Context: an optimization exercise on an open-source flow, tuned for small area. The choices shown serve that exercise and are no tape-out recipe. The RTL was checked by simulation tests, not by an equivalence proof against the original design. No driver is modelled on the clock port, so clock power and skew are understated where the tree is cut down; a real chip needs a root buffer or a tree. Power is estimated from default activity; no workload was simulated.

run A:
==> flow/design.v <==
module dma_if (
  input      [1:0]    peri_sel,
  output              dma_req,
  input               dma_gnt,
  output     [31:0]   dma_addr,
  output              dma_we,
  output     [31:0]   dma_wdata,
  input      [31:0]   dma_rdata,
  input               dma_rvalid,
  input               peri0_req,
  output              peri0_gnt,
  input      [31:0]   peri0_addr,
  input               peri0_we,
  input      [31:0]   peri0_wdata,
  output     [31:0]   peri0_rdata,
  output              peri0_rvalid,
  input               peri1_req,
  output              peri1_gnt,
  input      [31:0]   peri1_addr,
  input               peri1_we,
  input      [31:0]   peri1_wdata,
  output     [31:0]   peri1_rdata,
  output              peri1_rvalid,
  input               peri2_req,
  output              peri2_gnt,
  input      [31:0]   peri2_addr,
  input               peri2_we,
  input      [31:0]   peri2_wdata,
  output     [31:0]   peri2_rdata,
  output              peri2_rvalid,
  input               peri3_req,
  output              peri3_gnt,
  input      [31:0]   peri3_addr,
  input               peri3_we,
  input      [31:0]   peri3_wdata,
  output     [31:0]   peri3_rdata,
  output              peri3_rvalid,
  input               clk,
  input               reset
);
  reg                 live;
  reg                 rd_ok;
  reg        [65:0]   bus0, bus1, bus2, bus3;
  reg                 gnt_q;
  reg                 rvalid_q;
  reg        [31:0]   rdata_n;                  
  always @ (posedge clk or posedge reset) begin
    if (reset) begin
      live  <= 1'b0;
      rd_ok <= 1'b0;
    end else begin
      live  <= 1'b1;
      if (dma_rvalid) rd_ok <= 1'b1;
    end
  end
  always @ (posedge clk) begin
    bus0 <= {peri0_req, peri0_we, peri0_addr, peri0_wdata};
    bus1 <= {peri1_req, peri1_we, peri1_addr, peri1_wdata};
    bus2 <= {peri2_req, peri2_we, peri2_addr, peri2_wdata};
    bus3 <= {peri3_req, peri3_we, peri3_addr, peri3_wdata};
    gnt_q <= dma_gnt;
    rvalid_q <= dma_rvalid;
    if (dma_rvalid) rdata_n <= ~dma_rdata;
  end
  localparam NS = 4;    
  localparam NR = 2;    
  wire [NS-1:0] s0v, s1v, s2v, s3v;
  wire [NR-1:0] rn0v, rn1v, rn2v, rn3v;
  wire sel0 = peri_sel[0], sel1 = peri_sel[1];
  wire sel0_n, sel1_n;
  dma_if_inv u_sel0_n (.a(sel0), .y(sel0_n));
  dma_if_inv u_sel1_n (.a(sel1), .y(sel1_n));
  genvar i;
  generate
    for (i = 0; i < NS; i = i + 1) begin : g_sdec
      dma_if_and3 u_d0 (.a(live), .b(sel1_n), .c(sel0_n), .y(s0v[i]));
      dma_if_and3 u_d1 (.a(live), .b(sel1_n), .c(sel0),   .y(s1v[i]));
      dma_if_and3 u_d2 (.a(live), .b(sel1),   .c(sel0_n), .y(s2v[i]));
      dma_if_and3 u_d3 (.a(live), .b(sel1),   .c(sel0),   .y(s3v[i]));
    end
    for (i = 0; i < NR; i = i + 1) begin : g_rdec
      dma_if_nand3 u_d0 (.a(rd_ok), .b(sel1_n), .c(sel0_n), .y(rn0v[i]));
      dma_if_nand3 u_d1 (.a(rd_ok), .b(sel1_n), .c(sel0),   .y(rn1v[i]));
      dma_if_nand3 u_d2 (.a(rd_ok), .b(sel1),   .c(sel0_n), .y(rn2v[i]));
      dma_if_nand3 u_d3 (.a(rd_ok), .b(sel1),   .c(sel0),   .y(rn3v[i]));
    end
  endgenerate
  wire s0 = s0v[0], s1 = s1v[0], s2 = s2v[0], s3 = s3v[0];
  wire [65:0] bus;
  generate
    for (i = 0; i < 65; i = i + 1) begin : g_mux
      wire n012, n3;
      dma_if_aoi222 u_aoi (.a0(s0v[i*NS/66]), .b0(bus0[i]), .a1(s1v[i*NS/66]), .b1(bus1[i]),
                           .a2(s2v[i*NS/66]), .b2(bus2[i]), .y(n012));
      dma_if_nand2 u_n3 (.a(s3v[i*NS/66]), .b(bus3[i]), .y(n3));
      dma_if_nand2 u_or (.a(n012), .b(n3), .y(bus[i]));
    end
  endgenerate
  wire req_n012, req_n3;
  dma_if_aoi222 u_req_aoi (.a0(s0v[NS-1]), .b0(bus0[65]), .a1(s1v[NS-1]), .b1(bus1[65]),
                           .a2(s2v[NS-1]), .b2(bus2[65]), .y(req_n012));
  dma_if_nand2 u_req_n3 (.a(s3v[NS-1]), .b(bus3[65]), .y(req_n3));
  dma_if_aoi21 u_req_or (.a1(req_n012), .a2(req_n3), .b(gnt_q), .y(bus[65]));
  assign {dma_req, dma_we, dma_addr, dma_wdata} = bus;
  dma_if_and2 u_gnt0 (.a(s0), .b(gnt_q), .y(peri0_gnt));
  dma_if_and2 u_gnt1 (.a(s1), .b(gnt_q), .y(peri1_gnt));
  dma_if_and2 u_gnt2 (.a(s2), .b(gnt_q), .y(peri2_gnt));
  dma_if_and2 u_gnt3 (.a(s3), .b(gnt_q), .y(peri3_gnt));
  dma_if_and2 u_rvalid0 (.a(s0), .b(rvalid_q), .y(peri0_rvalid));
  dma_if_and2 u_rvalid1 (.a(s1), .b(rvalid_q), .y(peri1_rvalid));
  dma_if_and2 u_rvalid2 (.a(s2), .b(rvalid_q), .y(peri2_rvalid));
  dma_if_and2 u_rvalid3 (.a(s3), .b(rvalid_q), .y(peri3_rvalid));
  generate
    for (i = 0; i < 32; i = i + 1) begin : g_rd
      dma_if_nor2 u_r0 (.a(rn0v[i*NR/32]), .b(rdata_n[i]), .y(peri0_rdata[i]));
      dma_if_nor2 u_r1 (.a(rn1v[i*NR/32]), .b(rdata_n[i]), .y(peri1_rdata[i]));
      dma_if_nor2 u_r2 (.a(rn2v[i*NR/32]), .b(rdata_n[i]), .y(peri2_rdata[i]));
      dma_if_nor2 u_r3 (.a(rn3v[i*NR/32]), .b(rdata_n[i]), .y(peri3_rdata[i]));
    end
  endgenerate
endmodule
module dma_if_aoi222 (
  input  a0, b0, a1, b1, a2, b2,
  output y
);
  assign y = ~((a0 & b0) | (a1 & b1) | (a2 & b2));
endmodule
module dma_if_nand2 (
  input  a, b,
  output y
);
  assign y = ~(a & b);
endmodule
module dma_if_nor2 (
  input  a, b,
  output y
);
  assign y = ~(a | b);
endmodule
module dma_if_aoi21 (
  input  a1, a2, b,
  output y
);
  assign y = ~((a1 & a2) | b);
endmodule
module dma_if_and2 (
  input  a, b,
  output y
);
  assign y = a & b;
endmodule
module dma_if_inv (
  input  a,
  output y
);
  assign y = ~a;
endmodule
module dma_if_and3 (
  input  a, b, c,
  output y
);
  assign y = a & b & c;
endmodule
module dma_if_nand3 (
  input  a, b, c,
  output y
);
  assign y = ~(a & b & c);
endmodule
clock: 5.0 ns
lec_check: 0
cap_margin: 20
core_margin: 2
core_utilization: 40
slew_margin: 20
synth_hierarchical: 1
synth_minimum_keep_size: 0
standard.sh (not shown) runs the stock make flow with config.mk's settings and CLKGATE_MAP_FILE= SYNTH_SCRIPT=/design/flow/synth_recipe.tcl, a recipe that flattens the netlist after the stock synthesis.
==> flow/flow/run.sh <==
#!/bin/bash
# Standard layout with two changes: the port buffers are the smallest buffer
# (buf_1), and the clock tree is built by flow/my_cts.tcl (a small inverter
# tree over balanced k-means groups of flip-flops) in place of ORFS's CTS.
set -euo pipefail
work=$(pwd)
export BUFFER_PORTS_ARGS="-buffer_cell sky130_fd_sc_hd__buf_1"
bash standard.sh place > standard_place.log 2>&1
RESULTS_DIR=$work/orfs/results/$FLOW_PLATFORM/dma_if/base \
PLATFORM_DIR=$FLOW_HOME/platforms/$FLOW_PLATFORM \
LIB_FILES=$FLOW_HOME/platforms/$FLOW_PLATFORM/lib/sky130_fd_sc_hd__tt_025C_1v80.lib \
CTS_LEVELS="sky130_fd_sc_hd__inv_8 16 sky130_fd_sc_hd__inv_12 1" \
  openroad -no_init -exit $work/flow/my_cts.tcl > my_cts.log 2>&1
bash standard.sh finish > standard_finish.log 2>&1
Other scripts of this flow, unchanged in this note and not shown: flow/flow/my_cts.tcl
--- input diff run A..run B ---
-- flow/flow/run.sh --
<<< run A, line 11
LIB_FILES=$FLOW_HOME/platforms/$FLOW_PLATFORM/lib/sky130_fd_sc_hd__tt_025C_1v80.lib \
CTS_LEVELS="sky130_fd_sc_hd__inv_8 16 sky130_fd_sc_hd__inv_12 1" \
  openroad -no_init -exit $work/flow/my_cts.tcl > my_cts.log 2>&1
>>> run B, line 11
LIB_FILES=$FLOW_HOME/platforms/$FLOW_PLATFORM/lib/sky130_fd_sc_hd__tt_025C_1v80.lib \
CTS_LEVELS="sky130_fd_sc_hd__inv_8 18 sky130_fd_sc_hd__clkbuf_8 2 sky130_fd_sc_hd__inv_8 1" \
  openroad -no_init -exit $work/flow/my_cts.tcl > my_cts.log 2>&1
[summary]
- Run A → run B: number of standard cells in the final layout excluding fillers climbed 0.34%; slew at the pin with the worst max-slew slack saw an increase; overall routing resource usage ~0 delta.
- Run B | status: complete | timing, DRC, antenna: pass
- Changes observed in run B relative to run A: internal power component rose about 1.6%, worst hold slack shows a reduction of 0.17 ns, antenna diode count higher, final routed wirelength across all metal layers rose 120 um.
No run of this note takes its clock network from TritonCTS; it comes from the design's own scripts or RTL.

-- port drivers added, routing unchanged --
No port has a modelled driver above. Below, the same layouts with a new extraction and two added sets of constraints.
Step 1: set_driving_cell puts a clkbuf_16 on clk and a buf_2 on each other input, an assumption about the parent block.
Step 2 also shifts input and output timing later by t, the mid clock arrival at the registers, as if the neighbouring blocks saw the same clock.
Three values: ideal, step 1, step 2; two values: the first two.
run | shift t [ns] | slack for setup (ns) | worst setup path after step 2
run A | 0.339 | 1.116 / 1.061 / 1.061 | input to output
run B | 0.496 | 1.128 / 1.071 / 1.071 | input to output
After both steps every run listed still meets setup and hold. The setup slack of run B, which loses most, moves by -0.057 ns with the drivers and by -0.057 ns with both steps.
